This is an optimization exercise on Yosys and OpenROAD, whose aim is small area, not a production implementation. Where RTL was checked, it was by simulation tests only, not by an equivalence proof against the original.

## v30
==> flow/design.v <==
module M216A_TopModule(
    input        clk_i,
    input  [4:0] width_i,
    input  [4:0] height_i,
    output [7:0] index_x_o,
    output [7:0] index_y_o,
    output [3:0] strike_o,
    input        rst_i
);
reg [2:0] c;
wire idle  = (c == 3'd0);
wire samp  = idle ? (height_i != 5'd0) : (c == 3'd4);
wire shift = (c == 3'd4);
wire fin   = (c == 3'd7);
always @(posedge clk_i or posedge rst_i) begin
    if (rst_i)
        c <= 3'd0;
    else if (fin)
        c <= 3'd4;
    else if (!idle || samp)
        c <= c + 3'd1;
end
reg [3:0] h1;
reg [4:0] w1, w2;
always @(posedge clk_i) begin
    if (samp) begin
        h1 <= height_i[3:0];
        w1 <= width_i;
    end
    if (shift)
        w2 <= w1;
end
reg [6:0] occ [0:12];
function [3:0] yc(input integer s);
    yc = (s == 11) ? 4'd12 : (s == 12) ? 4'd14 : s[3:0];
endfunction
reg [6:0] ru;
reg [3:0] rid;
reg       rf;
wire [12:0] rs;      
genvar g;
generate
    for (g = 0; g <= 12; g = g + 1) begin : dec
        assign rs[g] = (rid == yc(g));
    end
endgenerate
wire hA = (h1 == 4'd4), hB = (h1 == 4'd5), hC = (h1 == 4'd6), hD = (h1 == 4'd7),
     hE = (h1 == 4'd8), hF = (h1 == 4'd9), hG = (h1 == 4'd10), hH = (h1 == 4'd11),
     hI = (h1 == 4'd12);
wire hJ = ~(hA | hB | hC | hD | hE | hF | hG | hH | hI);
wire [12:0] s1 = {hJ, 1'b0, 1'b0, hA, hI, hB, hH, hC, hG, hD, hF, 1'b0, hE};
wire [12:0] s2 = {1'b0, rs[12], 1'b0, 1'b0, rs[6], rs[9], rs[4], rs[7], rs[2],
                  rs[5], 1'b0, rs[0], rs[3]};
wire [12:0] s3 = {1'b0, 1'b0, (rs[12] & ~rf) | (rs[11] & rf), 7'd0,
                  (rs[0] & ~rf) | (rs[1] & rf), (rs[3] & ~rf) | (rs[0] & rf), 1'b0};
wire rd1 = (c == 3'd4);
wire rd2 = (c == 3'd5);
wire rd3 = (c == 3'd6);
wire [12:0] sel = rd1 ? s1 : rd2 ? s2 : rd3 ? s3 : 13'd0;
reg [6:0] cu;
reg [3:0] cid;
integer i;
always @(*) begin
    cu  = 7'd0;
    cid = 4'd0;
    for (i = 0; i <= 12; i = i + 1) begin
        cu  = cu  | ({7{sel[i]}} & occ[i]);
        cid = cid | ({4{sel[i]}} & yc(i));
    end
end
wire take = rd1 | ((sel != 13'd0) & ({cu == 7'd1, cu} < {ru == 7'd1, ru}));
always @(posedge clk_i) begin
    if (take) begin
        ru  <= cu;
        rid <= cid;
        rf  <= rd2;
    end
end
wire [7:0] sum    = ru + w2;
wire       strike = (ru == 7'd1) ? (w2 != 5'd0) : (sum[7] & (sum[6:0] != 7'd0));
wire       clr  = idle;
wire [6:0] wdat = clr ? 7'd0 : {sum[6:1], sum[0] | sum[7]};
always @(posedge clk_i) begin
    for (i = 0; i <= 12; i = i + 1)
        if (clr | (fin & ~strike & rs[i]))
            occ[i] <= wdat;
end
reg [6:0] xo;
reg [3:0] yo;
reg [3:0] cnt;
always @(posedge clk_i or posedge rst_i) begin
    if (rst_i) begin
        xo  <= 7'd0;
        yo  <= 4'd0;
        cnt <= 4'd0;
    end else if (fin) begin
        xo  <= strike ? 7'd2 : ru;
        yo  <= strike ? 4'd0 : rid;
        cnt <= cnt + {3'd0, strike};
    end
end
wire       so   = (xo == 7'd2);
wire       x128 = (xo[6:2] == 5'd0) & (xo[1] ^ xo[0]);
assign index_x_o = x128 ? 8'd128 : {1'b0, xo};
assign index_y_o = {so, yo, yo == 4'd9, yo == 4'd5 || yo == 4'd7, yo == 4'd3 || yo == 4'd7};
assign strike_o  = cnt;
endmodule
clock: 6.0 ns
lec_check: 0
abc_area: 1
cap_margin: 20
core_margin: 2
core_utilization: 60
cts_buf_list: sky130_fd_sc_hd__clkbuf_8
cts_cluster_size: 30
gpl_timing_driven: 0
slew_margin: 20
standard.sh (not shown) runs the stock make flow with config.mk's settings and CLKGATE_MAP_FILE= SYNTH_SCRIPT=/design/flow/synth_recipe.tcl, a recipe that flattens the netlist after the stock synthesis.
==> flow/flow/run.sh <==
#!/bin/bash
# Layout flow: the standard synthesis, then its combinational logic is
# mapped again for area with ABC (every register instance is kept as it is,
# same name and cell), then the standard layout steps from floorplan on.
# Each tool's output goes to a log of its own in the work folder.
set -euo pipefail
W=$(pwd)
R=$W/orfs/results/$FLOW_PLATFORM/M216A_TopModule/base
LIB=$FLOW_HOME/platforms/$FLOW_PLATFORM/lib/sky130_fd_sc_hd__tt_025C_1v80.lib
YOSYS=$(dirname "$FLOW_HOME")/tools/install/yosys/bin/yosys

bash standard.sh synth > "$W/flow_synth.log" 2>&1
cp "$R/1_2_yosys.v" "$W/std_synth.v"

# register cell types in the standard netlist
FFS=$(grep -o 'sky130_fd_sc_hd__[a-z]*df[a-z0-9_]*\|sky130_fd_sc_hd__dl[a-z0-9_]*' "$W/std_synth.v" | sort -u | tr '\n' ' ')
DONT=$(sed -n '/DONT_USE_CELLS += /,/^$/p' "$FLOW_HOME/platforms/$FLOW_PLATFORM/config.mk" \
       | grep -o 'sky130_fd_sc_hd__[a-z0-9_]*' | sed 's/^/-dont_use /' | tr '\n' ' ')

# 1: combinational cells as logic, register cells kept as instances; map again
cat > "$W/remap1.ys" <<EOT
read_liberty -ignore_miss_func $LIB
read_verilog $W/std_synth.v
hierarchy -top $FLOW_TOP
setattr -mod -set keep_hierarchy 1 $FFS
flatten
opt -purge $FLOW_TOP
abc -liberty $LIB $DONT -script $W/flow/remap.abc $FLOW_TOP
cd $FLOW_TOP
select -set ports i:* o:* %u
rename -hide w:* @ports %d
opt_clean -purge
cd
select $FLOW_TOP
write_verilog -noattr -nohex -nodec -selected $W/remap1.v
EOT
"$YOSYS" -s "$W/remap1.ys" > "$W/flow_remap1.log" 2>&1

# 2: clean up as ORFS's synthesis does, with the cells as black boxes
cat > "$W/remap2.ys" <<EOT
read_liberty -lib $LIB
read_verilog $W/remap1.v
hierarchy -check -top $FLOW_TOP
splitnets
opt_clean -purge
hilomap -singleton -hicell sky130_fd_sc_hd__conb_1 HI -locell sky130_fd_sc_hd__conb_1 LO
insbuf -buf sky130_fd_sc_hd__buf_4 A X
check -assert -mapped
stat -liberty $LIB
write_verilog -noattr -nohex -nodec $W/remap.v
EOT
"$YOSYS" -s "$W/remap2.ys" > "$W/flow_remap2.log" 2>&1
cp "$W/remap.v" "$R/1_2_yosys.v"

# Clock tree as the standard flow builds it, without the dummy loads it adds
# to balance the tree.
CTS_ARGS="-sink_clustering_enable -repair_clock_nets -sink_clustering_size 30"
CTS_ARGS="$CTS_ARGS -buf_list ${CTS_BUF:-sky130_fd_sc_hd__clkbuf_8} -dont_use_dummy_load"
bash standard.sh CTS_ARGS="$CTS_ARGS" finish > "$W/flow_layout.log" 2>&1
==> flow/flow/remap.abc <==
strash
dc2
irw
dch -f
amap
topo
stime -c
--- input diff v30..v14 ---
-- flow/design.v --
<<< v30, line 32
end
reg [6:0] occ [0:12];
function [3:0] yc(input integer s);
    yc = (s == 11) ? 4'd12 : (s == 12) ? 4'd14 : s[3:0];
endfunction
reg [6:0] ru;
reg [3:0] rid;
>>> v14, line 32
end
reg [6:0] occ [0:12];
reg [6:0] ru;
reg [3:0] rid;
<<< v30, line 42
generate
    for (g = 0; g <= 12; g = g + 1) begin : dec
        assign rs[g] = (rid == yc(g));
    end
endgenerate
>>> v14, line 39
generate
    for (g = 0; g <= 12; g = g + 1) begin : dec
        assign rs[g] = (rid == g);
    end
endgenerate
<<< v30, line 66
    for (i = 0; i <= 12; i = i + 1) begin
        cu  = cu  | ({7{sel[i]}} & occ[i]);
        cid = cid | ({4{sel[i]}} & yc(i));
    end
end
wire take = rd1 | ((sel != 13'd0) & ({cu == 7'd1, cu} < {ru == 7'd1, ru}));
always @(posedge clk_i) begin
    if (take) begin
>>> v14, line 63
    for (i = 0; i <= 12; i = i + 1) begin
        cu  = cu  | ({7{sel[i]}} & occ[i]);
        cid = cid | ({4{sel[i]}} & i[3:0]);
    end
end
wire take = rd1 | ((sel != 13'd0) & (cu < ru));
always @(posedge clk_i) begin
    if (take) begin
<<< v30, line 77
    end
end
wire [7:0] sum    = ru + w2;
wire       strike = (ru == 7'd1) ? (w2 != 5'd0) : (sum[7] & (sum[6:0] != 7'd0));
wire       clr  = idle;
wire [6:0] wdat = clr ? 7'd0 : {sum[6:1], sum[0] | sum[7]};
always @(posedge clk_i) begin
    for (i = 0; i <= 12; i = i + 1)
>>> v14, line 74
    end
end
wire       z      = (ru == 7'd0);
wire [7:0] sum    = (ru | {7{z}}) + w2;
wire       strike = sum[7] & ~z;
wire       clr  = idle;
wire [6:0] wdat = clr ? 7'd0 : sum[6:0];
always @(posedge clk_i) begin
    for (i = 0; i <= 12; i = i + 1)
<<< v30, line 86
            occ[i] <= wdat;
end
reg [6:0] xo;
reg [3:0] yo;
reg [3:0] cnt;
always @(posedge clk_i or posedge rst_i) begin
>>> v14, line 84
            occ[i] <= wdat;
end
wire [3:0] yc = (rid == 4'd11) ? 4'd12 : (rid == 4'd12) ? 4'd14 : rid;
reg [6:0] xo;
reg [3:0] yo;
reg       so;
reg [3:0] cnt;
always @(posedge clk_i or posedge rst_i) begin
<<< v30, line 93
        xo  <= 7'd0;
        yo  <= 4'd0;
        cnt <= 4'd0;
    end else if (fin) begin
        xo  <= strike ? 7'd2 : ru;
        yo  <= strike ? 4'd0 : rid;
        cnt <= cnt + {3'd0, strike};
    end
end
wire       so   = (xo == 7'd2);
wire       x128 = (xo[6:2] == 5'd0) & (xo[1] ^ xo[0]);
assign index_x_o = x128 ? 8'd128 : {1'b0, xo};
assign index_y_o = {so, yo, yo == 4'd9, yo == 4'd5 || yo == 4'd7, yo == 4'd3 || yo == 4'd7};
assign strike_o  = cnt;
>>> v14, line 93
        xo  <= 7'd0;
        yo  <= 4'd0;
        so  <= 1'b0;
        cnt <= 4'd0;
    end else if (fin) begin
        xo  <= strike ? 7'd0 : ru;
        yo  <= strike ? 4'd0 : yc;
        so  <= strike;
        cnt <= cnt + {3'd0, strike};
    end
end
wire [7:0] xdec = {1'b0, xo} + {7'd0, xo != 7'd0};
assign index_x_o = {so | xdec[7], xdec[6:0]};
assign index_y_o = {so, yo, yo == 4'd9, yo == 4'd5 || yo == 4'd7, yo == 4'd3 || yo == 4'd7};
assign strike_o  = cnt;
[summary]
For clock skew, v30 and v14 come out practically identical. v30 reports its cell type of the slowest stage on the worst timing path as or2_0 while v14 reports nor4_1. The routed wire length in v14 was higher than what v30 gave. From v30 to v14 the numbers moved as follows: proportion of final cell area spent on non-clock buffers higher, synthesized area increased about 0.7%, weighted congestion reported at the end of routability-driven placement higher. v14 vs v30: final-layout fill cell count up in v14. Per the comparison of v14 with v30, wire length of the first global-routing pass shows no meaningful change, depth of the critical timing path with buffers and inverters included shows an increase of 2, worst slack on hold paths shows a reduction of 4.8 ps, number of cells on the worst reg-to-reg path shows an increase of 2. Re max-slew violation count: no difference whatsoever between v14 and v30. Taking v30 as the reference, in v14 cell area after layout saw an increase, aggregate global-route resource usage saw a decrease, maximum resistive drop on vdd saw a decrease.
No functional check of the RTL was part of v14.

==> re-timing with driven ports <==
No port has a modelled driver above. Below, the same layouts with a new extraction and two added sets of constraints. Step 1: set_driving_cell puts a clkbuf_16 on clk_i and a buf_2 on each other input, an assumption about the parent block. Step 2, shift: input delay + t, output delay - t, t = (earliest + latest rising clock arrival at the registers) / 2. This alone moves slack from input paths to output paths. Slacks: no drivers / after step 1 / after step 2; pairs: no drivers / after step 1.
run | t (ns) | setup WS [ns] | worst hold slack (ns) | latest minus earliest clock arrival (ns) | slew at the worst register clock pin (ns)
v30 | 0.454 | 0.758 / 0.758 / 0.758 | 0.424 / 0.424 / 0.424 | 0.032 / 0.032 | 0.09 / 0.09
v14 | 0.471 | 1.250 / 1.250 / 1.250 | 0.420 / 0.420 / 0.420 | 0.029 / 0.029 | 0.09 / 0.09
After both steps setup and hold are still met in every run listed.
